This is an optimization exercise on Yosys and OpenROAD, whose aim is small area, a short achievable clock period and few clock cycles per item, not a production implementation. The RTL was checked by simulation tests, not by an equivalence proof against the original design. Power and IR drop assume default switching activity.

== before ==
==> flow/design.v (excerpt) <==
module deinterlacer_v2 (
	clock,
	reset,
	dout_data,
	dout_ready,
	dout_valid,
	dout_startofpacket,
	dout_endofpacket,
	din_data,
	din_ready,
	din_valid,
	din_startofpacket,
	din_endofpacket
);
clock: 8.0 ns
lec_check: 0
abc_clock_period_in_ps: 2500
cap_margin: 20
core_margin: 2
core_utilization: 60
place_density: 0.8
slew_margin: 20
standard.sh (not shown) runs the stock make flow with config.mk's settings and CLKGATE_MAP_FILE= SYNTH_SCRIPT=/design/flow/synth_recipe.tcl, a recipe that flattens the netlist after the stock synthesis.
==> flow/flow/run.sh <==
#!/bin/bash
set -euo pipefail
export SETUP_SLACK_MARGIN=5.25
export BUFFER_PORTS_ARGS="-buffer_cell sky130_fd_sc_hd__buf_2"
export CTS_ARGS="-sink_clustering_enable -repair_clock_nets -dont_use_dummy_load -sink_clustering_size 20 -sink_clustering_max_diameter 60 -sink_buffer_max_cap_derate 0.2 -buf_list {sky130_fd_sc_hd__clkbuf_8 sky130_fd_sc_hd__clkbuf_16}"
R=orfs/results/sky130hd/deinterlacer_v2/base
bash standard.sh synth > synth.log 2>&1
python3 flow/downsize.py "$FLOW_HOME/platforms/sky130hd/lib/sky130_fd_sc_hd__tt_025C_1v80.lib" "$R/1_2_yosys.v" > downsize.log 2>&1
rm -f "$R/1_synth.odb" "$R/1_synth.sdc"
bash standard.sh > standard.log 2>&1
==> flow/flow/downsize.py <==
#!/usr/bin/env python3
"""Swap every combinational cell of the synthesized netlist for the smallest
drive strength of the same cell (same function and pins); the layout's
repair steps then size up what timing needs. Flip-flops are left alone."""
import re, sys
lib, net = sys.argv[1], sys.argv[2]
area = {}
cur = None
for line in open(lib):
    m = re.match(r'\s*cell\s*\(\s*"?(sky130_fd_sc_hd__\w+?)"?\s*\)', line)
    if m:
        cur = m.group(1)
        continue
    m = re.match(r'\s*area\s*:\s*([0-9.]+)', line)
    if m and cur:
        area[cur] = float(m.group(1))
        cur = None
dont = set(sys.argv[3].split()) if len(sys.argv) > 3 else set()
best = {}
for c, a in area.items():
    m = re.match(r'(sky130_fd_sc_hd__\w+)_(\d+)$', c)
    if not m or c in dont:
        continue
    base = m.group(1)
    if base not in best or a < area[best[base]]:
        best[base] = c
seq = re.compile(r'sky130_fd_sc_hd__(df|edf|sdf|dl|clk|conb|tap|fill|decap|lpflow|probe)')
text = open(net).read()
swaps = {}
def sub(m):
    c = m.group(0)
    mm = re.match(r'(sky130_fd_sc_hd__\w+)_(\d+)$', c)
    if not mm or seq.match(c):
        return c
    b = best.get(mm.group(1))
    if b and b != c and area[b] < area[c]:
        swaps[c] = swaps.get(c, 0) + 1
        return b
    return c
text = re.sub(r'\bsky130_fd_sc_hd__\w+\b', sub, text)
open(net, 'w').write(text)
for c, n in sorted(swaps.items()):
    print(c, '->', sub(re.match(r'.*', c)) if False else best[re.match(r'(sky130_fd_sc_hd__\w+)_(\d+)$', c).group(1)], n)
Testbench counts of before, summed over its fixed seeds: cycles 15,322, frames 64.
Edits applied to the flow inputs when going from before to after:
-- flow/design.v --
<<< before, line 103
wire wfull_n  = pwrite ? wp_last : (wfull && !(retire && !ahead));
wire [4:0] wp_n = pwrite ? (wp_last ? 5'd0 : wp + 5'd1) : wp;
wire [4:0] op_n = pix_load ? k_inc : op;
wire copy1_n    = (pix_load && op_last) ? ~copy1 : copy1;
wire [4:0] k_n  = (fresh || (cwrite && ss == S_C1)) ? 5'd0 : k_inc;
>>> after, line 103
wire wfull_n  = pwrite ? wp_last : (wfull && !(retire && !ahead));
wire [4:0] wp_n = pwrite ? (wp_last ? 5'd0 : wp + 5'd1) : wp;
wire [4:0] op_n = pix_load ? (op_last ? 5'd0 : op + 5'd1) : op;
wire copy1_n    = (pix_load && op_last) ? ~copy1 : copy1;
wire [4:0] k_n  = (fresh || (cwrite && ss == S_C1)) ? 5'd0 : k_inc;
[summary]
Between before and after, the area fraction in and, or, nand and nor cells after synthesis figures differ only marginally. Per the comparison of after with before, worst hold margin grew by 0.0066 ns, wire length has decreased, sum of met3 wire segment lengths after detailed routing fell by 21%, fraction of layout instances using a drive strength above 1 did not really move, setup slack barely changed. Diff before -> after | synthesized cell count | decrease of 0.36%. after against before; count of clock-buffer cells in the layout is up by a few percent. Changes observed in after relative to before: post-route standard cell area excluding fillers decreased by 69 um2 relative to the old numbers, cell count was more or less identical, share of the core filled with cells lower, detailed-route via count decreased 112. Overall power was lower in the run labelled after. Post-synthesis to final-layout area growth: after < before.
Testbench counts of after, summed over its fixed seeds: cycles 15,322, frames 64.

afterwards: timing with drivers on the ports:
How much do the figures lean on ideal ports? The routed layouts below were timed once more, with nothing changed but the port constraints.
Step 1, drivers: a clkbuf_16 drives clock and a buf_2 each remaining input, both assumed.
Step 2, shift: input delay + t, output delay - t, t = (earliest + latest rising clock arrival at the registers) / 2. This alone moves slack from input paths to output paths.
Three values: ideal, step 1, step 2; two values: the first two.
run	t (ns)	setup slack, ns	worst setup path after step 2	worst register clock-pin slew, ns
before	0.627	5.156 / 5.112 / 4.733	input to register	0.12 / 0.12
after	0.641	5.157 / 5.109 / 4.774	input to register	0.12 / 0.12
After both steps setup and hold are still met in every run listed. For before, which loses most, drivers alone change the setup slack by -0.044 ns; drivers and shift together by -0.423 ns.
